Context: an optimization exercise on an open-source flow, tuned for small area, a short achievable clock period and few clock cycles. The choices shown serve that exercise and are no tape-out recipe.
No run shown here included a check of the RTL's function; only the layout flow was run.
Power and IR drop assume default switching activity.

File: flow/design.v
module bmul16(a, b, s, c);
	input [15:0] a, b;
	output [31:0] s, c;
	wire one0 = b[0] ^ 1'b0;
	wire two0 = (b[1] & ~b[0] & ~1'b0) | (~b[1] & b[0] & 1'b0);
	wire neg0 = b[1];
	wire pp0_0 = ((one0 & a[0]) | (two0 & 1'b0)) ^ neg0;
	wire pp0_1 = ((one0 & a[1]) | (two0 & a[0])) ^ neg0;
	wire pp0_2 = ((one0 & a[2]) | (two0 & a[1])) ^ neg0;
	wire pp0_3 = ((one0 & a[3]) | (two0 & a[2])) ^ neg0;
	wire pp0_4 = ((one0 & a[4]) | (two0 & a[3])) ^ neg0;
	wire pp0_5 = ((one0 & a[5]) | (two0 & a[4])) ^ neg0;
	wire pp0_6 = ((one0 & a[6]) | (two0 & a[5])) ^ neg0;
	wire pp0_7 = ((one0 & a[7]) | (two0 & a[6])) ^ neg0;
	wire pp0_8 = ((one0 & a[8]) | (two0 & a[7])) ^ neg0;
	wire pp0_9 = ((one0 & a[9]) | (two0 & a[8])) ^ neg0;
	wire pp0_10 = ((one0 & a[10]) | (two0 & a[9])) ^ neg0;
	wire pp0_11 = ((one0 & a[11]) | (two0 & a[10])) ^ neg0;
	wire pp0_12 = ((one0 & a[12]) | (two0 & a[11])) ^ neg0;
	wire pp0_13 = ((one0 & a[13]) | (two0 & a[12])) ^ neg0;
	wire pp0_14 = ((one0 & a[14]) | (two0 & a[13])) ^ neg0;
	wire pp0_15 = ((one0 & a[15]) | (two0 & a[14])) ^ neg0;
	wire pp0_16 = ((one0 & a[15]) | (two0 & a[15])) ^ neg0;
	wire ne0 = ~pp0_16;
	wire one1 = b[2] ^ b[1];
	wire two1 = (b[3] & ~b[2] & ~b[1]) | (~b[3] & b[2] & b[1]);
	wire neg1 = b[3];
	wire pp1_0 = ((one1 & a[0]) | (two1 & 1'b0)) ^ neg1;
	wire pp1_1 = ((one1 & a[1]) | (two1 & a[0])) ^ neg1;
	wire pp1_2 = ((one1 & a[2]) | (two1 & a[1])) ^ neg1;
	wire pp1_3 = ((one1 & a[3]) | (two1 & a[2])) ^ neg1;
	wire pp1_4 = ((one1 & a[4]) | (two1 & a[3])) ^ neg1;
	wire pp1_5 = ((one1 & a[5]) | (two1 & a[4])) ^ neg1;
	wire pp1_6 = ((one1 & a[6]) | (two1 & a[5])) ^ neg1;
	wire pp1_7 = ((one1 & a[7]) | (two1 & a[6])) ^ neg1;
	wire pp1_8 = ((one1 & a[8]) | (two1 & a[7])) ^ neg1;
	wire pp1_9 = ((one1 & a[9]) | (two1 & a[8])) ^ neg1;
	wire pp1_10 = ((one1 & a[10]) | (two1 & a[9])) ^ neg1;
	wire pp1_11 = ((one1 & a[11]) | (two1 & a[10])) ^ neg1;
	wire pp1_12 = ((one1 & a[12]) | (two1 & a[11])) ^ neg1;
	wire pp1_13 = ((one1 & a[13]) | (two1 & a[12])) ^ neg1;
	wire pp1_14 = ((one1 & a[14]) | (two1 & a[13])) ^ neg1;
	wire pp1_15 = ((one1 & a[15]) | (two1 & a[14])) ^ neg1;
	wire pp1_16 = ((one1 & a[15]) | (two1 & a[15])) ^ neg1;
	wire ne1 = ~pp1_16;
	wire one2 = b[4] ^ b[3];
	wire two2 = (b[5] & ~b[4] & ~b[3]) | (~b[5] & b[4] & b[3]);
	wire neg2 = b[5];
	wire pp2_0 = ((one2 & a[0]) | (two2 & 1'b0)) ^ neg2;
	wire pp2_1 = ((one2 & a[1]) | (two2 & a[0])) ^ neg2;
	wire pp2_2 = ((one2 & a[2]) | (two2 & a[1])) ^ neg2;
	wire pp2_3 = ((one2 & a[3]) | (two2 & a[2])) ^ neg2;
	wire pp2_4 = ((one2 & a[4]) | (two2 & a[3])) ^ neg2;
	wire pp2_5 = ((one2 & a[5]) | (two2 & a[4])) ^ neg2;
	wire pp2_6 = ((one2 & a[6]) | (two2 & a[5])) ^ neg2;
	wire pp2_7 = ((one2 & a[7]) | (two2 & a[6])) ^ neg2;
	wire pp2_8 = ((one2 & a[8]) | (two2 & a[7])) ^ neg2;
	wire pp2_9 = ((one2 & a[9]) | (two2 & a[8])) ^ neg2;
	wire pp2_10 = ((one2 & a[10]) | (two2 & a[9])) ^ neg2;
	wire pp2_11 = ((one2 & a[11]) | (two2 & a[10])) ^ neg2;
	wire pp2_12 = ((one2 & a[12]) | (two2 & a[11])) ^ neg2;
	wire pp2_13 = ((one2 & a[13]) | (two2 & a[12])) ^ neg2;
	wire pp2_14 = ((one2 & a[14]) | (two2 & a[13])) ^ neg2;
	wire pp2_15 = ((one2 & a[15]) | (two2 & a[14])) ^ neg2;
	wire pp2_16 = ((one2 & a[15]) | (two2 & a[15])) ^ neg2;
	wire ne2 = ~pp2_16;
	wire one3 = b[6] ^ b[5];
	wire two3 = (b[7] & ~b[6] & ~b[5]) | (~b[7] & b[6] & b[5]);
	wire neg3 = b[7];
	wire pp3_0 = ((one3 & a[0]) | (two3 & 1'b0)) ^ neg3;
	wire pp3_1 = ((one3 & a[1]) | (two3 & a[0])) ^ neg3;
	wire pp3_2 = ((one3 & a[2]) | (two3 & a[1])) ^ neg3;
	wire pp3_3 = ((one3 & a[3]) | (two3 & a[2])) ^ neg3;
	wire pp3_4 = ((one3 & a[4]) | (two3 & a[3])) ^ neg3;
	wire pp3_5 = ((one3 & a[5]) | (two3 & a[4])) ^ neg3;
	wire pp3_6 = ((one3 & a[6]) | (two3 & a[5])) ^ neg3;
	wire pp3_7 = ((one3 & a[7]) | (two3 & a[6])) ^ neg3;
	wire pp3_8 = ((one3 & a[8]) | (two3 & a[7])) ^ neg3;
	wire pp3_9 = ((one3 & a[9]) | (two3 & a[8])) ^ neg3;
	wire pp3_10 = ((one3 & a[10]) | (two3 & a[9])) ^ neg3;
	wire pp3_11 = ((one3 & a[11]) | (two3 & a[10])) ^ neg3;
	wire pp3_12 = ((one3 & a[12]) | (two3 & a[11])) ^ neg3;
	wire pp3_13 = ((one3 & a[13]) | (two3 & a[12])) ^ neg3;
	wire pp3_14 = ((one3 & a[14]) | (two3 & a[13])) ^ neg3;
	wire pp3_15 = ((one3 & a[15]) | (two3 & a[14])) ^ neg3;
	wire pp3_16 = ((one3 & a[15]) | (two3 & a[15])) ^ neg3;
	wire ne3 = ~pp3_16;
	wire one4 = b[8] ^ b[7];
	wire two4 = (b[9] & ~b[8] & ~b[7]) | (~b[9] & b[8] & b[7]);
	wire neg4 = b[9];
	wire pp4_0 = ((one4 & a[0]) | (two4 & 1'b0)) ^ neg4;
	wire pp4_1 = ((one4 & a[1]) | (two4 & a[0])) ^ neg4;
	wire pp4_2 = ((one4 & a[2]) | (two4 & a[1])) ^ neg4;
	wire pp4_3 = ((one4 & a[3]) | (two4 & a[2])) ^ neg4;
	wire pp4_4 = ((one4 & a[4]) | (two4 & a[3])) ^ neg4;
	wire pp4_5 = ((one4 & a[5]) | (two4 & a[4])) ^ neg4;
	wire pp4_6 = ((one4 & a[6]) | (two4 & a[5])) ^ neg4;
	wire pp4_7 = ((one4 & a[7]) | (two4 & a[6])) ^ neg4;
	wire pp4_8 = ((one4 & a[8]) | (two4 & a[7])) ^ neg4;
	wire pp4_9 = ((one4 & a[9]) | (two4 & a[8])) ^ neg4;
	wire pp4_10 = ((one4 & a[10]) | (two4 & a[9])) ^ neg4;
	wire pp4_11 = ((one4 & a[11]) | (two4 & a[10])) ^ neg4;
	wire pp4_12 = ((one4 & a[12]) | (two4 & a[11])) ^ neg4;
	wire pp4_13 = ((one4 & a[13]) | (two4 & a[12])) ^ neg4;
	wire pp4_14 = ((one4 & a[14]) | (two4 & a[13])) ^ neg4;
	wire pp4_15 = ((one4 & a[15]) | (two4 & a[14])) ^ neg4;
	wire pp4_16 = ((one4 & a[15]) | (two4 & a[15])) ^ neg4;
	wire ne4 = ~pp4_16;
	wire one5 = b[10] ^ b[9];
	wire two5 = (b[11] & ~b[10] & ~b[9]) | (~b[11] & b[10] & b[9]);
	wire neg5 = b[11];
	wire pp5_0 = ((one5 & a[0]) | (two5 & 1'b0)) ^ neg5;
	wire pp5_1 = ((one5 & a[1]) | (two5 & a[0])) ^ neg5;
	wire pp5_2 = ((one5 & a[2]) | (two5 & a[1])) ^ neg5;
	wire pp5_3 = ((one5 & a[3]) | (two5 & a[2])) ^ neg5;
	wire pp5_4 = ((one5 & a[4]) | (two5 & a[3])) ^ neg5;
	wire pp5_5 = ((one5 & a[5]) | (two5 & a[4])) ^ neg5;
	wire pp5_6 = ((one5 & a[6]) | (two5 & a[5])) ^ neg5;
	wire pp5_7 = ((one5 & a[7]) | (two5 & a[6])) ^ neg5;
	wire pp5_8 = ((one5 & a[8]) | (two5 & a[7])) ^ neg5;
	wire pp5_9 = ((one5 & a[9]) | (two5 & a[8])) ^ neg5;
	wire pp5_10 = ((one5 & a[10]) | (two5 & a[9])) ^ neg5;
	wire pp5_11 = ((one5 & a[11]) | (two5 & a[10])) ^ neg5;
	wire pp5_12 = ((one5 & a[12]) | (two5 & a[11])) ^ neg5;
	wire pp5_13 = ((one5 & a[13]) | (two5 & a[12])) ^ neg5;
	wire pp5_14 = ((one5 & a[14]) | (two5 & a[13])) ^ neg5;
	wire pp5_15 = ((one5 & a[15]) | (two5 & a[14])) ^ neg5;
	wire pp5_16 = ((one5 & a[15]) | (two5 & a[15])) ^ neg5;
	wire ne5 = ~pp5_16;
	wire one6 = b[12] ^ b[11];
	wire two6 = (b[13] & ~b[12] & ~b[11]) | (~b[13] & b[12] & b[11]);
	wire neg6 = b[13];
	wire pp6_0 = ((one6 & a[0]) | (two6 & 1'b0)) ^ neg6;
	wire pp6_1 = ((one6 & a[1]) | (two6 & a[0])) ^ neg6;
	wire pp6_2 = ((one6 & a[2]) | (two6 & a[1])) ^ neg6;
	wire pp6_3 = ((one6 & a[3]) | (two6 & a[2])) ^ neg6;
	wire pp6_4 = ((one6 & a[4]) | (two6 & a[3])) ^ neg6;
	wire pp6_5 = ((one6 & a[5]) | (two6 & a[4])) ^ neg6;
	wire pp6_6 = ((one6 & a[6]) | (two6 & a[5])) ^ neg6;
	wire pp6_7 = ((one6 & a[7]) | (two6 & a[6])) ^ neg6;
	wire pp6_8 = ((one6 & a[8]) | (two6 & a[7])) ^ neg6;
	wire pp6_9 = ((one6 & a[9]) | (two6 & a[8])) ^ neg6;
	wire pp6_10 = ((one6 & a[10]) | (two6 & a[9])) ^ neg6;
	wire pp6_11 = ((one6 & a[11]) | (two6 & a[10])) ^ neg6;
	wire pp6_12 = ((one6 & a[12]) | (two6 & a[11])) ^ neg6;
	wire pp6_13 = ((one6 & a[13]) | (two6 & a[12])) ^ neg6;
	wire pp6_14 = ((one6 & a[14]) | (two6 & a[13])) ^ neg6;
	wire pp6_15 = ((one6 & a[15]) | (two6 & a[14])) ^ neg6;
	wire pp6_16 = ((one6 & a[15]) | (two6 & a[15])) ^ neg6;
	wire ne6 = ~pp6_16;
	wire one7 = b[14] ^ b[13];
	wire two7 = (b[15] & ~b[14] & ~b[13]) | (~b[15] & b[14] & b[13]);
	wire neg7 = b[15];
	wire pp7_0 = ((one7 & a[0]) | (two7 & 1'b0)) ^ neg7;
	wire pp7_1 = ((one7 & a[1]) | (two7 & a[0])) ^ neg7;
	wire pp7_2 = ((one7 & a[2]) | (two7 & a[1])) ^ neg7;
	wire pp7_3 = ((one7 & a[3]) | (two7 & a[2])) ^ neg7;
	wire pp7_4 = ((one7 & a[4]) | (two7 & a[3])) ^ neg7;
	wire pp7_5 = ((one7 & a[5]) | (two7 & a[4])) ^ neg7;
	wire pp7_6 = ((one7 & a[6]) | (two7 & a[5])) ^ neg7;
	wire pp7_7 = ((one7 & a[7]) | (two7 & a[6])) ^ neg7;
	wire pp7_8 = ((one7 & a[8]) | (two7 & a[7])) ^ neg7;
	wire pp7_9 = ((one7 & a[9]) | (two7 & a[8])) ^ neg7;
	wire pp7_10 = ((one7 & a[10]) | (two7 & a[9])) ^ neg7;
	wire pp7_11 = ((one7 & a[11]) | (two7 & a[10])) ^ neg7;
	wire pp7_12 = ((one7 & a[12]) | (two7 & a[11])) ^ neg7;
	wire pp7_13 = ((one7 & a[13]) | (two7 & a[12])) ^ neg7;
	wire pp7_14 = ((one7 & a[14]) | (two7 & a[13])) ^ neg7;
	wire pp7_15 = ((one7 & a[15]) | (two7 & a[14])) ^ neg7;
	wire pp7_16 = ((one7 & a[15]) | (two7 & a[15])) ^ neg7;
	wire ne7 = ~pp7_16;
	wire s1 = pp0_10 ^ pp1_8;
	wire c2 = pp0_10 & pp1_8;
	wire s3 = pp0_11 ^ pp1_9;
	wire c4 = pp0_11 & pp1_9;
	wire s5 = pp0_12 ^ pp1_10 ^ pp2_8;
	wire c6 = (pp0_12 & pp1_10) | (pp0_12 & pp2_8) | (pp1_10 & pp2_8);
	wire s7 = pp3_6 ^ pp4_4;
	wire c8 = pp3_6 & pp4_4;
	wire s9 = pp0_13 ^ pp1_11 ^ pp2_9;
	wire c10 = (pp0_13 & pp1_11) | (pp0_13 & pp2_9) | (pp1_11 & pp2_9);
	wire s11 = pp3_7 ^ pp4_5;
	wire c12 = pp3_7 & pp4_5;
	wire s13 = pp0_14 ^ pp1_12 ^ pp2_10;
	wire c14 = (pp0_14 & pp1_12) | (pp0_14 & pp2_10) | (pp1_12 & pp2_10);
	wire s15 = pp3_8 ^ pp4_6 ^ pp5_4;
	wire c16 = (pp3_8 & pp4_6) | (pp3_8 & pp5_4) | (pp4_6 & pp5_4);
	wire s17 = pp6_2 ^ pp7_0;
	wire c18 = pp6_2 & pp7_0;
	wire s19 = pp0_15 ^ pp1_13 ^ pp2_11;
	wire c20 = (pp0_15 & pp1_13) | (pp0_15 & pp2_11) | (pp1_13 & pp2_11);
	wire s21 = pp3_9 ^ pp4_7 ^ pp5_5;
	wire c22 = (pp3_9 & pp4_7) | (pp3_9 & pp5_5) | (pp4_7 & pp5_5);
	wire s23 = pp6_3 ^ pp7_1;
	wire c24 = pp6_3 & pp7_1;
	wire s25 = ne0 ^ pp1_14 ^ pp2_12;
	wire c26 = (ne0 & pp1_14) | (ne0 & pp2_12) | (pp1_14 & pp2_12);
	wire s27 = pp3_10 ^ pp4_8 ^ pp5_6;
	wire c28 = (pp3_10 & pp4_8) | (pp3_10 & pp5_6) | (pp4_8 & pp5_6);
	wire s29 = pp6_4 ^ pp7_2 ^ 1'b1;
	wire c30 = (pp6_4 & pp7_2) | (pp6_4 & 1'b1) | (pp7_2 & 1'b1);
	wire s31 = pp1_15 ^ pp2_13 ^ pp3_11;
	wire c32 = (pp1_15 & pp2_13) | (pp1_15 & pp3_11) | (pp2_13 & pp3_11);
	wire s33 = pp4_9 ^ pp5_7 ^ pp6_5;
	wire c34 = (pp4_9 & pp5_7) | (pp4_9 & pp6_5) | (pp5_7 & pp6_5);
	wire s35 = pp7_3 ^ 1'b1;
	wire c36 = pp7_3 & 1'b1;
	wire s37 = ne1 ^ pp2_14 ^ pp3_12;
	wire c38 = (ne1 & pp2_14) | (ne1 & pp3_12) | (pp2_14 & pp3_12);
	wire s39 = pp4_10 ^ pp5_8 ^ pp6_6;
	wire c40 = (pp4_10 & pp5_8) | (pp4_10 & pp6_6) | (pp5_8 & pp6_6);
	wire s41 = pp2_15 ^ pp3_13 ^ pp4_11;
	wire c42 = (pp2_15 & pp3_13) | (pp2_15 & pp4_11) | (pp3_13 & pp4_11);
	wire s43 = pp5_9 ^ pp6_7;
	wire c44 = pp5_9 & pp6_7;
	wire s45 = ne2 ^ pp3_14 ^ pp4_12;
	wire c46 = (ne2 & pp3_14) | (ne2 & pp4_12) | (pp3_14 & pp4_12);
	wire s47 = pp3_15 ^ pp4_13;
	wire c48 = pp3_15 & pp4_13;
	wire s49 = pp0_6 ^ pp1_4;
	wire c50 = pp0_6 & pp1_4;
	wire s51 = pp0_7 ^ pp1_5;
	wire c52 = pp0_7 & pp1_5;
	wire s53 = pp0_8 ^ pp1_6 ^ pp2_4;
	wire c54 = (pp0_8 & pp1_6) | (pp0_8 & pp2_4) | (pp1_6 & pp2_4);
	wire s55 = pp3_2 ^ pp4_0;
	wire c56 = pp3_2 & pp4_0;
	wire s57 = pp0_9 ^ pp1_7 ^ pp2_5;
	wire c58 = (pp0_9 & pp1_7) | (pp0_9 & pp2_5) | (pp1_7 & pp2_5);
	wire s59 = pp3_3 ^ pp4_1;
	wire c60 = pp3_3 & pp4_1;
	wire s61 = s1 ^ pp2_6 ^ pp3_4;
	wire c62 = (s1 & pp2_6) | (s1 & pp3_4) | (pp2_6 & pp3_4);
	wire s63 = pp4_2 ^ pp5_0 ^ neg5;
	wire c64 = (pp4_2 & pp5_0) | (pp4_2 & neg5) | (pp5_0 & neg5);
	wire s65 = c2 ^ s3 ^ pp2_7;
	wire c66 = (c2 & s3) | (c2 & pp2_7) | (s3 & pp2_7);
	wire s67 = pp3_5 ^ pp4_3 ^ pp5_1;
	wire c68 = (pp3_5 & pp4_3) | (pp3_5 & pp5_1) | (pp4_3 & pp5_1);
	wire s69 = c4 ^ s5 ^ s7;
	wire c70 = (c4 & s5) | (c4 & s7) | (s5 & s7);
	wire s71 = pp5_2 ^ pp6_0 ^ neg6;
	wire c72 = (pp5_2 & pp6_0) | (pp5_2 & neg6) | (pp6_0 & neg6);
	wire s73 = c6 ^ c8 ^ s9;
	wire c74 = (c6 & c8) | (c6 & s9) | (c8 & s9);
	wire s75 = s11 ^ pp5_3 ^ pp6_1;
	wire c76 = (s11 & pp5_3) | (s11 & pp6_1) | (pp5_3 & pp6_1);
	wire s77 = c10 ^ c12 ^ s13;
	wire c78 = (c10 & c12) | (c10 & s13) | (c12 & s13);
	wire s79 = s15 ^ s17 ^ neg7;
	wire c80 = (s15 & s17) | (s15 & neg7) | (s17 & neg7);
	wire s81 = c14 ^ c16 ^ c18;
	wire c82 = (c14 & c16) | (c14 & c18) | (c16 & c18);
	wire s83 = s19 ^ s21 ^ s23;
	wire c84 = (s19 & s21) | (s19 & s23) | (s21 & s23);
	wire s85 = c20 ^ c22 ^ c24;
	wire c86 = (c20 & c22) | (c20 & c24) | (c22 & c24);
	wire s87 = s25 ^ s27 ^ s29;
	wire c88 = (s25 & s27) | (s25 & s29) | (s27 & s29);
	wire s89 = c26 ^ c28 ^ c30;
	wire c90 = (c26 & c28) | (c26 & c30) | (c28 & c30);
	wire s91 = s31 ^ s33 ^ s35;
	wire c92 = (s31 & s33) | (s31 & s35) | (s33 & s35);
	wire s93 = c32 ^ c34 ^ c36;
	wire c94 = (c32 & c34) | (c32 & c36) | (c34 & c36);
	wire s95 = s37 ^ s39 ^ pp7_4;
	wire c96 = (s37 & s39) | (s37 & pp7_4) | (s39 & pp7_4);
	wire s97 = c38 ^ c40 ^ s41;
	wire c98 = (c38 & c40) | (c38 & s41) | (c40 & s41);
	wire s99 = s43 ^ pp7_5 ^ 1'b1;
	wire c100 = (s43 & pp7_5) | (s43 & 1'b1) | (pp7_5 & 1'b1);
	wire s101 = c42 ^ c44 ^ s45;
	wire c102 = (c42 & c44) | (c42 & s45) | (c44 & s45);
	wire s103 = pp5_10 ^ pp6_8 ^ pp7_6;
	wire c104 = (pp5_10 & pp6_8) | (pp5_10 & pp7_6) | (pp6_8 & pp7_6);
	wire s105 = c46 ^ s47 ^ pp5_11;
	wire c106 = (c46 & s47) | (c46 & pp5_11) | (s47 & pp5_11);
	wire s107 = pp6_9 ^ pp7_7 ^ 1'b1;
	wire c108 = (pp6_9 & pp7_7) | (pp6_9 & 1'b1) | (pp7_7 & 1'b1);
	wire s109 = c48 ^ ne3 ^ pp4_14;
	wire c110 = (c48 & ne3) | (c48 & pp4_14) | (ne3 & pp4_14);
	wire s111 = pp5_12 ^ pp6_10 ^ pp7_8;
	wire c112 = (pp5_12 & pp6_10) | (pp5_12 & pp7_8) | (pp6_10 & pp7_8);
	wire s113 = pp4_15 ^ pp5_13 ^ pp6_11;
	wire c114 = (pp4_15 & pp5_13) | (pp4_15 & pp6_11) | (pp5_13 & pp6_11);
	wire s115 = pp7_9 ^ 1'b1;
	wire c116 = pp7_9 & 1'b1;
	wire s117 = ne4 ^ pp5_14 ^ pp6_12;
	wire c118 = (ne4 & pp5_14) | (ne4 & pp6_12) | (pp5_14 & pp6_12);
	wire s119 = pp5_15 ^ pp6_13;
	wire c120 = pp5_15 & pp6_13;
	wire s121 = pp0_4 ^ pp1_2;
	wire c122 = pp0_4 & pp1_2;
	wire s123 = pp0_5 ^ pp1_3;
	wire c124 = pp0_5 & pp1_3;
	wire s125 = s49 ^ pp2_2 ^ pp3_0;
	wire c126 = (s49 & pp2_2) | (s49 & pp3_0) | (pp2_2 & pp3_0);
	wire s127 = c50 ^ s51 ^ pp2_3;
	wire c128 = (c50 & s51) | (c50 & pp2_3) | (s51 & pp2_3);
	wire s129 = c52 ^ s53 ^ s55;
	wire c130 = (c52 & s53) | (c52 & s55) | (s53 & s55);
	wire s131 = c54 ^ c56 ^ s57;
	wire c132 = (c54 & c56) | (c54 & s57) | (c56 & s57);
	wire s133 = c58 ^ c60 ^ s61;
	wire c134 = (c58 & c60) | (c58 & s61) | (c60 & s61);
	wire s135 = c62 ^ c64 ^ s65;
	wire c136 = (c62 & c64) | (c62 & s65) | (c64 & s65);
	wire s137 = c66 ^ c68 ^ s69;
	wire c138 = (c66 & c68) | (c66 & s69) | (c68 & s69);
	wire s139 = c70 ^ c72 ^ s73;
	wire c140 = (c70 & c72) | (c70 & s73) | (c72 & s73);
	wire s141 = c74 ^ c76 ^ s77;
	wire c142 = (c74 & c76) | (c74 & s77) | (c76 & s77);
	wire s143 = c78 ^ c80 ^ s81;
	wire c144 = (c78 & c80) | (c78 & s81) | (c80 & s81);
	wire s145 = c82 ^ c84 ^ s85;
	wire c146 = (c82 & c84) | (c82 & s85) | (c84 & s85);
	wire s147 = c86 ^ c88 ^ s89;
	wire c148 = (c86 & c88) | (c86 & s89) | (c88 & s89);
	wire s149 = c90 ^ c92 ^ s93;
	wire c150 = (c90 & c92) | (c90 & s93) | (c92 & s93);
	wire s151 = c94 ^ c96 ^ s97;
	wire c152 = (c94 & c96) | (c94 & s97) | (c96 & s97);
	wire s153 = c98 ^ c100 ^ s101;
	wire c154 = (c98 & c100) | (c98 & s101) | (c100 & s101);
	wire s155 = c102 ^ c104 ^ s105;
	wire c156 = (c102 & c104) | (c102 & s105) | (c104 & s105);
	wire s157 = c106 ^ c108 ^ s109;
	wire c158 = (c106 & c108) | (c106 & s109) | (c108 & s109);
	wire s159 = c110 ^ c112 ^ s113;
	wire c160 = (c110 & c112) | (c110 & s113) | (c112 & s113);
	wire s161 = c114 ^ c116 ^ s117;
	wire c162 = (c114 & c116) | (c114 & s117) | (c116 & s117);
	wire s163 = c118 ^ s119 ^ pp7_11;
	wire c164 = (c118 & s119) | (c118 & pp7_11) | (s119 & pp7_11);
	wire s165 = c120 ^ ne5 ^ pp6_14;
	wire c166 = (c120 & ne5) | (c120 & pp6_14) | (ne5 & pp6_14);
	wire s167 = pp6_15 ^ pp7_13;
	wire c168 = pp6_15 & pp7_13;
	wire s169 = pp0_2 ^ pp1_0;
	wire c170 = pp0_2 & pp1_0;
	wire s171 = pp0_3 ^ pp1_1;
	wire c172 = pp0_3 & pp1_1;
	wire s173 = s121 ^ pp2_0 ^ neg2;
	wire c174 = (s121 & pp2_0) | (s121 & neg2) | (pp2_0 & neg2);
	wire s175 = c122 ^ s123 ^ pp2_1;
	wire c176 = (c122 & s123) | (c122 & pp2_1) | (s123 & pp2_1);
	wire s177 = c124 ^ s125 ^ neg3;
	wire c178 = (c124 & s125) | (c124 & neg3) | (s125 & neg3);
	wire s179 = c126 ^ s127 ^ pp3_1;
	wire c180 = (c126 & s127) | (c126 & pp3_1) | (s127 & pp3_1);
	wire s181 = c128 ^ s129 ^ neg4;
	wire c182 = (c128 & s129) | (c128 & neg4) | (s129 & neg4);
	wire s183 = c130 ^ s131 ^ s59;
	wire c184 = (c130 & s131) | (c130 & s59) | (s131 & s59);
	wire s185 = c132 ^ s133 ^ s63;
	wire c186 = (c132 & s133) | (c132 & s63) | (s133 & s63);
	wire s187 = c134 ^ s135 ^ s67;
	wire c188 = (c134 & s135) | (c134 & s67) | (s135 & s67);
	wire s189 = c136 ^ s137 ^ s71;
	wire c190 = (c136 & s137) | (c136 & s71) | (s137 & s71);
	wire s191 = c138 ^ s139 ^ s75;
	wire c192 = (c138 & s139) | (c138 & s75) | (s139 & s75);
	wire s193 = c140 ^ s141 ^ s79;
	wire c194 = (c140 & s141) | (c140 & s79) | (s141 & s79);
	wire s195 = c142 ^ s143 ^ s83;
	wire c196 = (c142 & s143) | (c142 & s83) | (s143 & s83);
	wire s197 = c144 ^ s145 ^ s87;
	wire c198 = (c144 & s145) | (c144 & s87) | (s145 & s87);
	wire s199 = c146 ^ s147 ^ s91;
	wire c200 = (c146 & s147) | (c146 & s91) | (s147 & s91);
	wire s201 = c148 ^ s149 ^ s95;
	wire c202 = (c148 & s149) | (c148 & s95) | (s149 & s95);
	wire s203 = c150 ^ s151 ^ s99;
	wire c204 = (c150 & s151) | (c150 & s99) | (s151 & s99);
	wire s205 = c152 ^ s153 ^ s103;
	wire c206 = (c152 & s153) | (c152 & s103) | (s153 & s103);
	wire s207 = c154 ^ s155 ^ s107;
	wire c208 = (c154 & s155) | (c154 & s107) | (s155 & s107);
	wire s209 = c156 ^ s157 ^ s111;
	wire c210 = (c156 & s157) | (c156 & s111) | (s157 & s111);
	wire s211 = c158 ^ s159 ^ s115;
	wire c212 = (c158 & s159) | (c158 & s115) | (s159 & s115);
	wire s213 = c160 ^ s161 ^ pp7_10;
	wire c214 = (c160 & s161) | (c160 & pp7_10) | (s161 & pp7_10);
	wire s215 = c162 ^ s163 ^ 1'b1;
	wire c216 = (c162 & s163) | (c162 & 1'b1) | (s163 & 1'b1);
	wire s217 = c164 ^ s165 ^ pp7_12;
	wire c218 = (c164 & s165) | (c164 & pp7_12) | (s165 & pp7_12);
	wire s219 = c166 ^ s167 ^ 1'b1;
	wire c220 = (c166 & s167) | (c166 & 1'b1) | (s167 & 1'b1);
	wire s221 = c168 ^ ne6 ^ pp7_14;
	wire c222 = (c168 & ne6) | (c168 & pp7_14) | (ne6 & pp7_14);
	wire s223 = pp7_15 ^ 1'b1;
	wire c224 = pp7_15 & 1'b1;
	assign s = {1'b1, c224, c222, c220, c218, c216, c214, c212, c210, c208, c206, c204, c202, c200, c198, c196, c194, c192, c190, c188, c186, c184, c182, c180, c178, c176, c174, c172, c170, s169, pp0_1, pp0_0};
	assign c = {1'b0, ne7, s223, s221, s219, s217, s215, s213, s211, s209, s207, s205, s203, s201, s199, s197, s195, s193, s191, s189, s187, s185, s183, s181, s179, s177, s175, s173, s171, neg1, 1'b0, neg0};
endmodule
`timescale 1ns / 1ps
module levinson_top(clock, reset, start, done,
	scratch_mem_read_addr, scratch_mem_in,
	scratch_mem_write_addr, scratch_mem_out, scratch_mem_write_en);
	input clock, reset, start;
	output done;
	output [11:0] scratch_mem_read_addr;
	input [31:0] scratch_mem_in;
	output [11:0] scratch_mem_write_addr;
	output [31:0] scratch_mem_out;
	output scratch_mem_write_en;
	localparam [31:0] MAX32 = 32'h7fff_ffff;
	localparam [31:0] MIN32 = 32'h8000_0000;
	localparam [2:0] T_NONE = 3'd0, T_KK = 3'd1, T_AL = 3'd2, T_I1 = 3'd3,
	                 T_I2 = 3'd4, T_FI = 3'd5, T_U = 3'd6, T_S = 3'd7;
	localparam [2:0] C_NONE = 3'd0, C_AL = 3'd2, C_I1 = 3'd3, C_I2 = 3'd4,
	                 C_FI = 3'd5, C_NXT = 3'd6;
	localparam [1:0] M_IDLE = 2'd0, M_RUN = 2'd1, M_RST = 2'd2;
	function [31:0] sadd;    
		input [31:0] a, b;
		reg [31:0] s;
		begin
			s = a + b;
			if (a[31] == b[31] && s[31] != a[31])
				sadd = a[31] ? MIN32 : MAX32;
			else
				sadd = s;
		end
	endfunction
	function [31:0] fmt;     
		input [31:0] x;
		fmt = {x[31:16], 1'b0, x[15:1]};
	endfunction
	function [31:0] comp;    
		input [31:0] x;
		comp = {x[31:16], x[14:0], 1'b0};
	endfunction
	function [4:0] nrm;      
		input [31:0] x;
		reg [31:0] v;
		reg [15:0] a1;  reg [15:0] c1;         
		reg [7:0] a2;   reg [15:0] c2;         
		reg [3:0] a3;   reg [11:0] c3;         
		reg [1:0] a4;   reg [7:0] c4;          
		integer i;
		begin
			v = {x[31:1] ^ x[30:0], 1'b1};
			for (i = 0; i < 16; i = i + 1) begin
				a1[i] = v[2*i+1] | v[2*i];
				c1[i] = ~v[2*i+1];
			end
			for (i = 0; i < 8; i = i + 1) begin
				a2[i] = a1[2*i+1] | a1[2*i];
				c2[2*i +: 2] = a1[2*i+1] ? {1'b0, c1[2*i+1]} : {1'b1, c1[2*i]};
			end
			for (i = 0; i < 4; i = i + 1) begin
				a3[i] = a2[2*i+1] | a2[2*i];
				c3[3*i +: 3] = a2[2*i+1] ? {1'b0, c2[4*i+2 +: 2]} : {1'b1, c2[4*i +: 2]};
			end
			for (i = 0; i < 2; i = i + 1) begin
				a4[i] = a3[2*i+1] | a3[2*i];
				c4[4*i +: 4] = a3[2*i+1] ? {1'b0, c3[6*i+3 +: 3]} : {1'b1, c3[6*i +: 3]};
			end
			nrm = a4[1] ? {1'b0, c4[7:4]} : {1'b1, c4[3:0]};
			if (x == 32'd0) nrm = 5'd0;
		end
	endfunction
	function [4:0] shl4s;    
		input [31:0] x;
		begin
			if (x[31] != x[30]) shl4s = 5'b00001;
			else if (x[31] != x[29]) shl4s = 5'b00010;
			else if (x[31] != x[28]) shl4s = 5'b00100;
			else if (x[31] != x[27]) shl4s = 5'b01000;
			else shl4s = 5'b10000;
		end
	endfunction
	function [11:0] bufa;    
		input b;
		input [3:0] idx;
		bufa = {4'h1, b ? 4'h5 : 4'h3, idx};
	endfunction
	reg [1:0] mode;
	reg p0, p1, p2;
	reg ma_lo, mb_lo, t_lm, a_ld, sh_k, ng_s, lz_k;
	reg [4:0] amtk;           
	reg t0pos;                
	reg pro;                  
	reg [3:0] it;             
	reg lit;                  
	reg [2:0] jat, jbt, jct;
	reg [3:0] jak, jbk, jck, jrk;
	reg ja_l, jb_l, jc_l;     
	reg r_u, r_s, r_s0, r_sl, r_al, r_i2, r_fi;
	reg [2:0] ch;             
	reg [2:0] chw;            
	reg [3:0] nu, ns;         
	reg [3:0] ul, sl;         
	reg [3:0] du;             
	reg sfirst;
	reg uf1, uf2, uf3, sf1, sf2;
	reg young;                
	reg f1, f2, f3, f4;       
	reg t1, t2;               
	reg unst;
	reg [3:0] dcnt;           
	reg [15:0] rem;
	reg [16:0] d3;            
	reg [5:0] ec;             
	wire [5:0] ecn = ec + 6'd1;
	reg e6, e7, e10, e13, e16, e39, ew1, ew2;
	reg [3:0] rcn;            
	reg [3:0] wm;
	reg [4:0] s4;
	reg sa_acc, sa_sum, sa_sh4, sb_ad, sb_acc, sb_mi;
	reg [31:0] X, Y, H, AD, acc, sum, K, alp, inv, MI;
	reg [31:0] ms, mc, T;
	reg [4:0] ex;
	reg [11:0] ra, wa;
	reg [31:0] wd;
	reg we, done_r;
	assign scratch_mem_read_addr = ra;
	assign scratch_mem_write_addr = wa;
	assign scratch_mem_out = wd;
	assign scratch_mem_write_en = we;
	assign done = done_r;
	wire [15:0] ma = ma_lo ? X[15:0] : X[31:16];
	wire [15:0] mb = mb_lo ? Y[15:0] : Y[31:16];
	wire [31:0] mps, mpc;
	bmul16 i_mul(.a(ma), .b(mb), .s(mps), .c(mpc));
	wire [31:0] P = ms + mc;
	wire p_big = (P == 32'h4000_0000);
	wire p_small = (P[31:3] == 29'd0) && (P[2:0] != 3'd0);
	wire [15:0] mq = p_small ? P[15:0] : (p_big ? 16'h7fff : P[30:15]);
	wire [31:0] t_next = t_lm ? (p_big ? MAX32 : {P[30:0], 1'b0}) : {{15{mq[15]}}, mq, 1'b0};
	wire [31:0] acc_next = a_ld ? T : sadd(acc, T);
	wire [4:0] lz = nrm(lz_k ? K : acc);
	wire [31:0] sh_out = (sh_k ? K : acc) << (sh_k ? amtk : lz);
	wire [31:0] shl2_acc = (acc[31] != acc[30]) ? acc :
	                       ((acc[31] != acc[29]) ? {acc[30:0], 1'b0} : {acc[29:0], 2'b0});
	wire [31:0] ng_in = ng_s ? sum : (r_fi ? shl2_acc : acc);
	wire [31:0] ng_out = (ng_in == MIN32) ? MAX32 : (~ng_in + 32'd1);
	wire [31:0] sh4 = ({32{s4[0]}} & sum) | ({32{s4[1]}} & {sum[30:0], 1'b0}) |
	                  ({32{s4[2]}} & {sum[29:0], 2'b0}) | ({32{s4[3]}} & {sum[28:0], 3'b0}) |
	                  ({32{s4[4]}} & {sum[27:0], 4'b0});
	wire [31:0] oa = ({32{sa_acc}} & acc) | ({32{sa_sum}} & sum) | ({32{sa_sh4}} & sh4);
	wire [31:0] ob = ({32{sb_ad}} & comp(AD)) | ({32{sb_acc}} & acc) | ({32{sb_mi}} & comp(MI));
	wire [31:0] o_raw = oa + ob;
	wire o_ovf = (oa[31] == ob[31]) && (o_raw[31] != oa[31]);
	wire [31:0] o_sum = o_ovf ? (oa[31] ? MIN32 : MAX32) : o_raw;
	wire [31:0] wd_v = f3 ? {{4{K[31]}}, K[31:4]} : o_sum;
	wire [31:0] wd_f = fmt(wd_v);
	wire [15:0] wd_hv = lit ? inv[15:0] : K[31:16];
	wire [31:0] wd_h = {{16{wd_hv[15]}}, wd_hv};
	wire [16:0] rnd_y = (sum[31] == sum[30]) ? sum[30:14] : sum[31:15];    
	wire [15:0] rnd_hi = (rnd_y[16:1] == 16'h7fff && rnd_y[0]) ? 16'h7fff : rnd_y[16:1] + {15'd0, rnd_y[0]};
	wire [31:0] kk_post = {1'b0, ~(acc[31] ? ng_out[30:0] : acc[30:0])};    
	wire [31:0] i1_post = (acc == MIN32) ? 32'hffff_ffff :
	                      (acc[31] ? MAX32 : {1'b0, ~acc[30:0]});           
	wire u_avail = (ul != 4'd0);
	wire s_avail = (sl != 4'd0);
	wire [1:0] recent = {1'b0, uf1} + {1'b0, uf2} + {1'b0, uf3};
	wire s_ready = s_avail && (sfirst ? !young : (du >= {2'b0, recent}));
	wire fin_ok = !s_avail && !sf1 && !sf2;
	reg [2:0] dt;
	reg [3:0] dk;
	always @(*) begin
		dt = T_NONE;
		dk = 4'd0;
		if (ch == C_NXT) begin
			if (chw == 3'd0)
				dt = (it == 4'd9) ? T_U : T_KK;
		end else if (ch != C_NONE && chw == 3'd0 && (ch != C_FI || fin_ok)) begin
			dt = ch;
		end else if (u_avail && du < 4'd3) begin
			dt = T_U; dk = nu;
		end else if (s_ready) begin
			dt = T_S; dk = ns;
		end else if (u_avail) begin
			dt = T_U; dk = nu;
		end
	end
	wire signed [15:0] kh = K[31:16];
	wire k_unst = (kh > 16'sd32750) || (kh < -16'sd32750);
	wire [15:0] den = alp[31:16];
	wire [17:0] rb = {rem, 2'b00};                          
	wire [18:0] q1t = {1'b0, rb} - {3'b0, den};
	wire [18:0] q2t = {1'b0, rb} - {2'b0, den, 1'b0};
	wire [18:0] q3t = {1'b0, rb} - {2'b0, d3};
	wire [16:0] r2t = {rem, 1'b0} - {1'b0, den};            
	wire [3:0] um = it - 4'd1 - jck;    
	wire [3:0] rm = it - 4'd1 - jrk;    
	always @(posedge clock) begin
		ms <= mps;
		mc <= mpc;
		T <= t_next;
		acc <= acc_next;
		MI <= scratch_mem_in;
		AD <= MI;                 
		we <= 1'b0;
		done_r <= 1'b0;
		wd <= wd_f;
		wa <= bufa(it[0], rm);
		ra <= bufa(~it[0], um);
		if (dcnt == 4'd8) rem <= r2t[16] ? {rem[14:0], 1'b0} : r2t[15:0];
		else if (!q3t[18]) rem <= q3t[15:0];
		else if (!q2t[18]) rem <= q2t[15:0];
		else if (!q1t[18]) rem <= q1t[15:0];
		else rem <= rb[15:0];
		if (dcnt != 4'd0) begin
			dcnt <= dcnt - 4'd1;
			if (dcnt == 4'd8) begin
				d3 <= {1'b0, den} + {den, 1'b0};
				inv <= {15'd0, ~r2t[16], 16'd0};
			end else begin
				inv[31:16] <= {inv[29:16], !q3t[18] || !q2t[18], !q3t[18] || (q2t[18] && !q1t[18])};
			end
		end
		case (mode)
		M_IDLE: begin
			ra <= start ? 12'd273 : 12'd272;    
			mode <= start ? M_RUN : M_IDLE;
			pro <= start;
			p0 <= 1'b0; p1 <= 1'b1; p2 <= 1'b0;
			ma_lo <= 1'b0; mb_lo <= 1'b1; t_lm <= 1'b1; a_ld <= 1'b0;
			sh_k <= 1'b1; ng_s <= 1'b1; lz_k <= 1'b0;
			it <= 4'd0;
			lit <= 1'b0;
			ch <= C_I1;
			chw <= 3'd1;
			nu <= 4'd0; ns <= 4'd0; ul <= 4'd0; sl <= 4'd0; du <= 4'd0;
			sfirst <= 1'b1;
			uf1 <= 1'b0; uf2 <= 1'b0; uf3 <= 1'b0; sf1 <= 1'b0; sf2 <= 1'b0;
			young <= 1'b0;
			jat <= T_NONE; jbt <= T_NONE; jct <= T_NONE;
			r_u <= 1'b0; r_s <= 1'b0; r_s0 <= 1'b0; r_sl <= 1'b0;
			r_al <= 1'b0; r_i2 <= 1'b0; r_fi <= 1'b0;
			f1 <= 1'b0; f2 <= 1'b0; f3 <= 1'b0; f4 <= 1'b0;
			t1 <= 1'b0; t2 <= 1'b0;
			ec <= 6'd0;
			e6 <= 1'b0; e7 <= 1'b0; e10 <= 1'b0; e13 <= 1'b0; e16 <= 1'b0; e39 <= 1'b0;
			ew1 <= 1'b0; ew2 <= 1'b0;
			sa_acc <= 1'b0; sa_sum <= 1'b0; sa_sh4 <= 1'b0;
			sb_ad <= 1'b0; sb_acc <= 1'b0; sb_mi <= 1'b0;
		end
		M_RST: begin
			rcn <= rcn + 4'd1;
			if (rcn < 4'd10) ra <= 12'd321 + {8'd0, rcn};
			else ra <= 12'd358 + {8'd0, rcn};      
			if (rcn == 4'd0) begin
				we <= 1'b1; wa <= 12'd784; wd <= 32'd4096;
			end else if (rcn >= 4'd3 && rcn <= 4'd12) begin
				we <= 1'b1; wa <= 12'd782 + {8'd0, rcn}; wd <= MI;
			end else if (rcn >= 4'd13) begin
				we <= 1'b1; wa <= 12'd339 + {8'd0, rcn}; wd <= MI;
			end
			if (rcn == 4'd14) done_r <= 1'b1;
			if (rcn == 4'd15) begin
				mode <= M_IDLE;
				ra <= 12'd272;
			end
		end
		default: begin    
			p0 <= p2; p1 <= p0; p2 <= p1;
			ma_lo <= ~(p0 | p2); a_ld <= p1 & ~p0;
			mb_lo <= ~(p1 | p2); t_lm <= p0 & ~p2; sh_k <= p0 & ~p1;
			ng_s <= p0 | (p1 & p2); lz_k <= p2 & ~p1;
			if (lit) ec <= ecn;
			e6 <= lit && ecn == 6'd6;
			e7 <= lit && ecn == 6'd7;
			e10 <= lit && ecn == 6'd10;
			e13 <= lit && ecn == 6'd13;
			e16 <= lit && ecn == 6'd16;
			e39 <= lit && ecn == 6'd39;
			ew1 <= lit && (ecn == 6'd8 || (ecn >= 6'd14 && ecn <= 6'd38));
			ew2 <= lit && (ecn == 6'd9 || (ecn >= 6'd15 && ecn <= 6'd39));
			sa_acc <= p1 & r_u;
			sa_sum <= p1 & r_s & ~r_s0;
			sb_ad <= p1 & r_u;
			sb_acc <= p1 & r_s;
			sa_sh4 <= p2 & ~lit;
			sb_mi <= p2 & ~lit;
			if (p0) begin
				if (jat == T_S) ra <= 12'd273 + {8'd0, jak};
				if (r_sl) ra <= 12'd273 + {8'd0, it};
				if (jbt == T_S) H <= MI;
				if (f1) begin
					amtk <= (ex < lz) ? ex : lz;
					f1 <= 1'b0;
					f2 <= 1'b1;
				end
				if (t1) begin
					sum <= o_sum;
					t1 <= 1'b0;
					t2 <= 1'b1;
				end
				if (f4) begin
					we <= 1'b1;
					wa <= 12'd351 + {8'd0, it};
					wd <= wd_h;
					f4 <= 1'b0;
					if (unst) begin
						mode <= M_RST;
						rcn <= 4'd0;
						dcnt <= 4'd0;
					end
				end
				if (lit) begin
					inv[15:0] <= rnd_hi;     
					if (e7) ra <= 12'd352;
					if (e10) ra <= 12'd353;
					if (e10 || e13) begin
						we <= 1'b1;
						wa <= e10 ? 12'd368 : 12'd369;
						wd <= MI;
					end
					if (e16) begin
						we <= 1'b1;
						wa <= 12'd784;
						wd <= 32'd4096;
					end
				end
			end
			if (p1) begin
				if (jct == T_U) ra <= bufa(~it[0], um);
				if (t2) begin
					sum <= fmt(sum[31] ? ng_out : sum);
					t0pos <= !sum[31] && (sum != 32'd0);
					t2 <= 1'b0;
				end
				if (f2) begin
					K <= sh_out;
					f2 <= 1'b0;
					f3 <= 1'b1;
				end
				if (lit && ew1) begin
					we <= 1'b1;
					wa <= {4'h3, 4'h1, wm};       
					wd <= wd_h;
				end
				if (pro) begin
					sum <= 32'd0;
					s4 <= 5'b00001;
					t1 <= 1'b1;
				end
			end
			if (p2) begin
				if (jat == T_U) ra <= bufa(~it[0], jak + 4'd1);
				else if (jat == T_S) ra <= bufa(it[0], it - jak);
				if (r_u) begin
					if (lit) begin
						sum <= o_sum;
						wm <= 4'd9 - jrk;
					end else begin
						we <= 1'b1;
						wa <= bufa(it[0], rm);
						wd <= wd_f;
					end
				end
				if (r_s) begin
					sum <= o_sum;
					s4 <= o_ovf ? 5'b00001 : shl4s(o_raw);
					if (r_sl) t1 <= 1'b1;
				end
				if (r_al) begin
					alp <= fmt(sh_out);
					ex <= ({1'b0, ex} + {1'b0, lz} > 6'd31) ? 5'd31 : ex + lz;
					dcnt <= 4'd8;
					rem <= 16'h3fff;
				end
				if (r_i2) inv <= fmt(acc);
				if (r_fi) begin
					K <= t0pos ? ng_out : shl2_acc;
					f1 <= 1'b1;
				end
				case (jbt)
				T_KK: begin X <= fmt(K); Y <= fmt(K); end
				T_AL: begin X <= alp; Y <= fmt(kk_post); end
				T_I1: begin X <= alp; Y <= inv; end
				T_I2: begin X <= fmt(i1_post); Y <= inv; end
				T_FI: begin X <= sum; Y <= r_i2 ? fmt(acc) : inv; end
				T_U: begin X <= fmt(K); Y <= MI; end
				T_S: begin X <= H; Y <= MI; end
				default: ;
				endcase
				if (f3) begin
					we <= 1'b1;
					wa <= bufa(it[0], it);
					wd <= wd_f;
					unst <= (it >= 4'd2) && k_unst;
					f3 <= 1'b0;
					f4 <= 1'b1;
				end
				if (pro) begin
					pro <= 1'b0;
					alp <= MI;           
					ex <= 5'd0;
					dcnt <= 4'd8;
					rem <= 16'h3fff;
				end
				if (lit) begin
					if (e6) begin
						sum <= {{4{K[31]}}, K[31:5], 1'b0};
						wm <= 4'd10;
					end
					if (ew2) begin
						we <= 1'b1;
						wa <= {4'h1, 4'h4, wm};       
						wd <= wd_h;
					end
					if (e39) done_r <= 1'b1;
				end
				jrk <= jck;
				r_u <= (jct == T_U);
				r_s <= (jct == T_S);
				r_s0 <= (jct == T_S) && (jck == 4'd0);
				r_sl <= (jct == T_S) && jc_l;
				r_al <= (jct == T_AL);
				r_i2 <= (jct == T_I2);
				r_fi <= (jct == T_FI);
				jct <= jbt; jck <= jbk; jc_l <= jb_l;
				jbt <= jat; jbk <= jak; jb_l <= ja_l;
				jat <= dt; jak <= dk; ja_l <= (dt == T_S) && (sl == 4'd1);
				uf3 <= uf2; uf2 <= uf1; uf1 <= (dt == T_U);
				sf2 <= sf1; sf1 <= (dt == T_S);
				young <= 1'b0;
				if (ch == C_NXT) begin
					if (chw == 3'd0) begin
						it <= it + 4'd1;
						ns <= 4'd0;
						sfirst <= 1'b1;
						young <= 1'b1;
						if (it == 4'd9) begin
							lit <= 1'b1;
							nu <= 4'd1;
							ul <= 4'd8;
							sl <= 4'd0;
							du <= 4'd1;
							ch <= C_NONE;
							ec <= 6'd1;
						end else begin
							nu <= 4'd0;
							ul <= it;
							sl <= it + 4'd1;
							du <= 4'd0;
							ch <= C_AL;
							chw <= 3'd1;
						end
					end else
						chw <= chw - 3'd1;
				end else if (dt == ch && ch != C_NONE) begin
					case (ch)
					C_AL: begin ch <= C_I1; chw <= 3'd4; end
					C_I1: begin ch <= C_I2; chw <= 3'd1; end
					C_I2: begin ch <= C_FI; chw <= 3'd1; end
					default: begin ch <= C_NXT; chw <= 3'd2; end
					endcase
				end else begin
					if (chw != 3'd0) chw <= chw - 3'd1;
					if (dt == T_U) begin
						nu <= nu + 4'd1;
						ul <= ul - 4'd1;
						du <= du + 4'd1;
					end
					if (dt == T_S) begin
						ns <= ns + 4'd1;
						sl <= sl - 4'd1;
						du <= du - 4'd1;
						sfirst <= 1'b0;
					end
				end
				if (lit && e39) begin
					mode <= M_IDLE;
					ra <= 12'd272;
				end
			end
		end
		endcase
		if (reset) begin
			mode <= M_IDLE;
			ra <= 12'd272;
			we <= 1'b0;
			done_r <= 1'b0;
		end
	end
endmodule
File: flow/run.sh
#!/bin/bash
# synth_recipe.tcl (not shown) runs the flow's synth.tcl, then flattens the netlist and writes it again
# the make line also repeats each setting of config.mk as NAME=value (left out here)
make -C /OpenROAD-flow-scripts/flow DESIGN_CONFIG=/design/flow/config.mk WORK_HOME=/design/flow/orfs CLKGATE_MAP_FILE= SYNTH_SCRIPT=/design/flow/synth_recipe.tcl finish
File: flow/config.mk
export PLATFORM = sky130hd
export DESIGN_NAME = levinson_top
export DESIGN_NICKNAME = levinson_top
export VERILOG_FILES = /design/flow/design.v
export SDC_FILE = /design/flow/constraint.sdc
export NUM_CORES = 8
export LEC_CHECK = 0
export ABC_AREA = 1
export CAP_MARGIN = 20
export CORE_MARGIN = 2
export CORE_UTILIZATION = 40
export CTS_CLUSTER_DIAMETER = 120
export CTS_CLUSTER_SIZE = 20
export PLACE_DENSITY = 0.6
export SLEW_MARGIN = 20
File: flow/constraint.sdc
create_clock -name core_clock -period 20.0 [get_ports {clock}]
set_input_delay 4.0000 -clock core_clock [delete_from_list [all_inputs] [get_ports {clock}]]
set_output_delay 4.0000 -clock core_clock [all_outputs]
set_load 0.01 [all_outputs]
==> results of run 1 <==
-- worst reg2reg max path, delay by kind of cell, from the launching register on --
family / cells / cell delay [ps]
and+or+nand+nor: 6 / 1700
buffers and inverters: 5 / 1560
adders and majority gates: 2 / 930
DFF: 1 / 320
AOI/OAI and AO/OA: 4 / 1670
-- cell families (layout without fill, tap and decap cells) --
family	count (synthesis)	in the layout	synth area share
XOR/XNOR	307	307	0.05000
other	2	40	0.0001396
flip-flops	633	633	0.2995
buffers and inverters	1243	1143	0.09171
multiplexers	11	11	0.002047
adder cells (fa/ha/maj)	347	347	0.09371
AO/OA/AOI/OAI	2013	2013	0.2160
AND/OR/NAND/NOR	3172	3172	0.2469
-- routing by layer --
layer	vias up	share of wire
met4	18	0.083
li1	26130	-
met3	1003	0.13
met2	4106	0.41
met1	28054	0.38
met5	-	0.00052
-- cells in the final DEF (no fill, tap or decap), types with 80 or more instances in the layout --
cell type / instances
o22ai_1: 238
a21oi_1: 611
fa_1: 93
dfxtp_1: 288
nand2_1: 1903
clkdlybuf4s50_1: 83
o21ai_0: 664
edfxtp_1: 343
inv_1: 758
ha_1: 254
xor2_1: 235
buf_4: 165
nor2_1: 464
o211ai_1: 80
nand3_1: 533
-- flip-flops by register name, summed over array words and instances (netlist names), 31 cells and up --
signal and flops:
wd 32, MI 32, acc 32, ms 31, K 32, sum 32
H 32, AD 31, inv 32, alp 32, T 32, Y 32
X 32
-- worst min path at each step --
stage	startpoint	end	slack [ps]	cells after the start
3_3_place_gp	jbk[2]	jck[2]	400	0
5_1_grt	jbk[2]	jck[2]	440	0
4_1_cts	jbk[1]	jck[1]	430	0
2_1_floorplan	MI[10]	AD[10]	360	0
6_report	jbk[1]	jck[1]	430	0
3_5_place_dp	jbk[1]	jck[1]	410	0
-- metrics by stage --
step / instances / cell area, sq um / hold WS, ps / worst slack [ps]
6_report: 9434 / 57790 / 428.0 / 13570
5_1_grt: 9403 / 57720 / 435.0 / 13330
4_1_cts: 9397 / 57630 / 428.9 / 14050
3_5_place_dp: 9322 / 56340 / 406.2 / 14060
3_3_place_gp: 9321 / 56320 / 401.0 / 14100
2_1_floorplan: 7735 / 53810 / 360.9 / 15560
-- where the power goes --
| part | total [mW] | switching (mW) | internal, mW |
|---|---|---|---|
| combinational | 5.66 | 3.95 | 1.71 |
| sequential | 1.99 | 0.272 | 1.71 |
| clock | 0.971 | 0.553 | 0.418 |
| total | 8.62 | 4.78 | 3.84 |
-- layout make-up --
class	count	area, sq um
Antenna cell	31	77.57
Clock buffer	63	1162
Clock inverter	12	132.6
Fill cell	14132	75670
Inverter	813	3052
Multi-Input combinational cell	5859	32880
Sequential cell	633	16110
Tap cell	1768	2212
Timing Repair Buffer	255	2167
==> key figures, run 1 <==
Layout
  – Share of layout cells above drive strength 1: 0.04885
  – Area delta synth->final: 7.464%
  – Final nets: 7,986
  – Finished Core Util: 0.4330

Setup path
  – Critical path arrival: approximately 7000 ps
  – Critical-path top delay cell: a221oi_1
  – FF-to-FF Start: acc[30]
  – Slowest stage delay, CP: 1040 ps
  – Cell Chain, Critical Path: buf_4, inv_2, ha_1, nand2_1, clkinv_1, o221ai_1, o21ai_0, ha_1, inv_1, nor2_1, nand2_2, nor2_2, nand3_2, buf_4, nand3_1, a221oi_1, a21oi_1
  – Flop2flop setup slack: 13,570 ps
  – Critical path class: reg2reg
  – Crit end category: flip-flop
  – R2R cell count: 17
  – R2r endpoint: K[16]
  – Required @ worst endpoint: about 20,000 ps
  – Crit. path cell count: 17
  – Critical path destination: K[16]
  – Delay-heaviest family, CP: simple AND/OR/NAND/NOR gates
  – Setup crit start: acc[30]
  – Crit-path max FO: 24
  – Worst setup SP type: flip-flop
  – Buffers & Inverters on Critical Path: 5

Floorplan
  – # IOs: between 90 and 100
  – Initial core utilization: 0.4030
  – Die width: 370.7 um
  – Core Area: 0.1335 sq mm
  – Standard-cell row count: 134
  – Die ar.: 0.1374 sq mm
  – Die height: 370.7 um

STA
  – Final setup fails: 0
  – RSZ-0062 raised after global routing: false
  – Period minus WS final: 6431 ps
  – Period utilization: 0.3215
  – Setup TNS: 0 ps
  – Slew HR: 0.05592
  – Measured slew at the worst slew-check pin: 1416 ps
  – Clk_skew: ~44 ps
  – Endpoints failing hold: 0
  – Max Slew Vio Count: 0
  – Fmax achieved: around 160 MHz

Pwr
  – Worst ir drop on vdd: 91.07 uV
  – Pwr dens: 149.2 mW/mm^2
  – Power consumption: 8.621 mW
  – LEAKAGE: about 26 nW

Place
  – I/O Buffers: 83
  – Final GP Congestion: 1.122
  – Hpwl dp: 213,400 um

Yosys
  – Number of synthesized flops with an enable pin: 343
  – Mapped Avg Cell Area: 6.959 sq um
  – Distinct cells, synth: 76
  – Most used DFF post-synth: edfxtp_1
  – Synth Cell Area: 0.05378 sq mm
  – Sequential area share after synthesis: 0.2995
  – Leading post-synthesis cells by cell area: edfxtp_1 (19%), nand2_1 (13%), dfxtp_1 (11%), o21ai_0 (6.2%), ha_1 (5.9%)
  – YS warnings: 1
  – Area share of the largest cell type after synthesis: 0.1915
  – Async S/R FF share, synth: 0
  – #FFs+latches synth: roughly 630
  – Most frequent cell after synthesis: nand2_1
  – Most frequent cells after synthesis: nand2_1 (1,904), inv_1 (759), o21ai_0 (665)
  – Post-Syn Instances: between 7,000 and 8,000
  – Leading area contributor after synthesis: edfxtp_1

GRT
  – Vias in the first global route: 54,520
  – All-layer global routing usage: 0.4054
  – GR met1 Demand/Resource: 0.5064
  – Met2 Track Usage GR: 0.5855
  – Remaining Overflow, GRT: 0
  – First-pass GRT wire length: 401,700 um
  – Initial antenna violation count: 29
  – Global Route met3 Usage: 0.1397
  – Most used routing layer: met2
  – Largest net degree at the start of global routing: 98

Clock network
  – Setup Buffers After CTS: 0
  – Clock Path Buffers: 3
  – Skew-Pair Late Insertion Delay: 700 ps
  – H-tree depth: 2
  – Clock root buffer: clkbuf_16
  – Clock Sinks: between 600 and 700
  – Post-CTS sizing: 0
  – TritonCTS clock tree: yes
  – Reg clk slew, reported paths: 100 ps
  – CTS Buf Count: 42
  – # hold bufs at CTS: 0

Routing
  – First-pass DRT Iterations: 9
  – DRC viols: 0
  – Via count: roughly 59,000
  – Drt wl/cell: 30.43 um
  – Initial DRC count: 9,449
  – Detailed Route WL: 287,100 um
  – Vias/cell: 6.287
  – Antenna viol nets, final: 0

Run
  – # Max-Cap Violations: 0

Hold path
  – Min-delay worst type: reg2reg

Status
  – Status: timing/DRC/antenna clean
==> run 2, diff against run 1 <==
--- a/flow/config.mk
+++ b/flow/config.mk
@@ -10,6 +10,4 @@
 export CORE_MARGIN = 2
 export CORE_UTILIZATION = 40
-export CTS_CLUSTER_DIAMETER = 120
-export CTS_CLUSTER_SIZE = 20
 export PLACE_DENSITY = 0.6
 export SLEW_MARGIN = 20
==> run 2 against run 1 <==
Cell area increased by 2.7%. Sequential power barely moved. Final cell count is 0.77% higher. Flip-flop and latch count did not move. Global-route usage up 0.27 points.
==> key figures, run 2 <==
Setup path
  – Required @ worst endpoint: 20,580 ps
  – Cell Chain, Critical Path: inv_1, nand2_1, inv_1, o221ai_1, ha_1, a21oi_1, nand2_1, nand2_1, nand3_1, a21oi_1, nand2_1, nand4_1, buf_4, inv_1, a21oi_1, o21ai_1, inv_1, o21ai_1, nand2_1, nand2_1, nand2_1, nand2_1, nand2_1, nand2_1
  – Crit end category: flip-flop
  – Slowest stage delay, CP: 1070 ps
  – Critical path class: reg2reg
  – Buffers & Inverters on Critical Path: 5
  – Critical path arrival: about 7000 ps
  – Crit-path max FO: 33
  – Crit path top cell by count: nand2_1
  – Worst setup SP type: flip-flop
  – Critical-path top delay cell: a21oi_1
  – Delay-heaviest family, CP: compound AO/OA/AOI/OAI gates

Layout
  – Commonest non-fill, non-tap cell in the layout: nand2_1
  – Area delta synth->final: 10.36%
  – Final nets: 8,025
  – Finished Core Util: 0.4447
  – Most frequent cells in the layout: nand2_1 (1,903), inv_1 (758), o21ai_0 (664), a21oi_1 (611), nand3_1 (533)
  – Share of layout cells above drive strength 1: 0.05837

Routing
  – Initial DRC count: 9,185
  – WL met3: ~38,000 um
  – Via count: 59,850
  – First-pass DRT Iterations: 9
  – Drt wl/cell: about 30 um
  – M1 WL: around 110,000 um
  – Antenna viol nets, final: 0
  – DRC viols: 0
  – Vias/cell: 6.295
  – Top routing layer in use: met5
  – Detailed Route WL: 288,800 um
  – Metal2 WL: ~120,000 um

STA
  – Endpoints failing hold: 0
  – Measured slew at the worst slew-check pin: 1330 ps
  – RSZ-0062 raised after global routing: false
  – Final setup fails: 0
  – Max Slew Vio Count: 0
  – Period minus WS final: 6447 ps
  – Setup TNS: 0 ps
  – Slew HR: 0.1130
  – Period utilization: 0.3224
  – Fmax achieved: ~160 MHz
  – Final WS setup: 13,550 ps
  – Clk_skew: ~55 ps

Yosys
  – Most used DFF post-synth: edfxtp_1
  – Post-synthesis mux area share: 0.002047
  – Post-synthesis simple-gate area fraction: 0.2469
  – Synth Cell Area: roughly 0.054 sq mm
  – Largest family of logic cells by synthesized area: simple AND/OR/NAND/NOR gates
  – Most frequent cells after synthesis: nand2_1 (1,904), inv_1 (759), o21ai_0 (665)
  – Most frequent cell after synthesis: nand2_1
  – Distinct cells, synth: 76
  – Number of synthesized flops with an enable pin: 343
  – Leading area contributor after synthesis: edfxtp_1
  – YS warnings: 1
  – Synth Area in Adders: 0.09371
  – Post-Syn Instances: just under 8,000
  – Area share of the largest cell type after synthesis: 0.1915
  – Xor and xnor area share after synthesis: 0.05000
  – Leading post-synthesis cells by cell area: edfxtp_1 (19%), nand2_1 (13%), dfxtp_1 (11%), o21ai_0 (6.2%), ha_1 (5.9%)
  – #FFs+latches synth: 633
  – Sequential area share after synthesis: 0.2995
  – Compound-cell area share of the yosys netlist: 0.2160
  – Mapped Avg Cell Area: between 6 and 7 sq um
  – Async S/R FF share, synth: 0

Clock network
  – Setup Buffers After CTS: 0
  – Post-CTS sizing: 0
  – # hold bufs at CTS: 0
  – CTS Buf Count: 81
  – Reg clk slew, reported paths: 60 ps
  – TritonCTS clock tree: yes
  – Clock root buffer: clkbuf_16
  – Clock Sinks: 633
  – Clock Path Buffers: 3
  – H-tree depth: 3
  – Skew-Pair Late Insertion Delay: 740 ps

Place
  – Final GP Congestion: 1.122
  – Hpwl dp: ~210,000 um
  – I/O Buffers: 83
  – Pre-CTS worst setup slack: 14,060 ps

Floorplan
  – Die ar.: 0.1374 sq mm
  – # IOs: 93
  – Die width: 370.7 um
  – Initial core utilization: 0.4030
  – Standard-cell row count: 134
  – Die height: around 370 um
  – Core Area: approximately 0.13 sq mm

Pwr
  – Sw Ratio: 0.5312
  – Pwr dens: ~160 mW/mm^2
  – Pint: 4.339 mW
  – Clock power share: 0.172
  – Worst ir drop on vdd: 109.1 uV
  – Combinational Power Share: 0.613
  – LEAKAGE: 26.45 nW
  – Power share of the sequential group: 0.215
  – Net Sw Power: 4.917 mW

GRT
  – First-pass GRT wire length: 403,700 um
  – All-layer global routing usage: 0.4080
  – Initial antenna violation count: 25
  – Remaining Overflow, GRT: 0
  – Vias in the first global route: 55,000
  – Largest net degree at the start of global routing: 98

Status
  – Status: timing/DRC/antenna clean

Hold path
  – Min-delay worst type: reg2reg

Run
  – # Max-Cap Violations: 0
run 2: routing by layer:
metal | vias up | global-route usage
met4 | 13 | 0.2891
met2 | 4350 | 0.5844
met5 | - | 0.001748
met1 | 28234 | 0.5067
met3 | 1012 | 0.1454
li1 | 26241 | -
run 2: path summary, 6_finish.rpt:
check             startpoint     end  slack, ps  cells past startpoint
hold / removal        jbk[1]  jck[1]        420                      0
setup reg to reg      sa_sum  wd[16]      13550                     24
setup / recovery      sa_sum  wd[16]      13550                     24
hold reg to reg       jbk[1]  jck[1]        420                      0
run 2: power groups by stage:
stage                     combinational (mW)  clock (mW)  sequential, mW
final                                   5.67        1.59            1.99
after global routing                    6.14        1.65            2.00
after CTS                               5.47        1.60            1.97
after detailed placement                5.44           0            1.99
after global placement                  5.41           0            2.00
after floorplan                         3.58           0            1.88
run 2: cell type report:
cell class	count	area, sq um
Sequential cell	633	16110
Inverter	813	3052
Antenna cell	29	72.57
Clock buffer	123	2580
Fill cell	14002	74110
Timing Repair Buffer	255	2167
Tap cell	1768	2212
Multi-Input combinational cell	5859	32880
Clock inverter	27	277.8
run 2: per-stage QoR:
stage          instance area (sq um)  std cells  power (mW)  hold WS [ps]
3_3_place_gp                   56320       9321       7.402         401.0
2_1_floorplan                  53810       7735       5.463         360.9
3_5_place_dp                   56340       9322       7.434         406.2
4_1_cts                        59200       9472       9.046         419.5
5_1_grt                        59280       9478       9.801         425.0
6_report                       59350       9507       9.255         417.4
run 2: cell families after synthesis:
family                   Yosys count
XOR/XNOR                         307
AO/OA/AOI/OAI                   2013
buffers and inverters           1243
multiplexers                      11
adder cells (fa/ha/maj)          347
AND/OR/NAND/NOR                 3172
flip-flops                       633
other                              2

[re-timing with driven ports]
No port has a modelled driver above. Below, the same layouts with a new extraction and two added sets of constraints.
Step 1: set_driving_cell puts a clkbuf_16 on clock and a buf_2 on each other input, an assumption about the parent block.
Step 2 times the ports against the registers' clock, not the clock port: input delays grow and output delays shrink by t, the midpoint of the rising clock arrivals with the driver on.
a / b / c = ideal ports / drivers / drivers and shift; a / b = the first two.
run	t (ns)	setup WS [ns]	worst hold slack (ns)	pins driven straight from the clock port
run 1	0.762	13.569 / 13.569 / 13.569	0.428 / 0.428 / 0.428	1
run 2	0.795	13.553 / 13.553 / 13.553	0.417 / 0.417 / 0.417	1
After both steps every run listed still meets setup and hold.
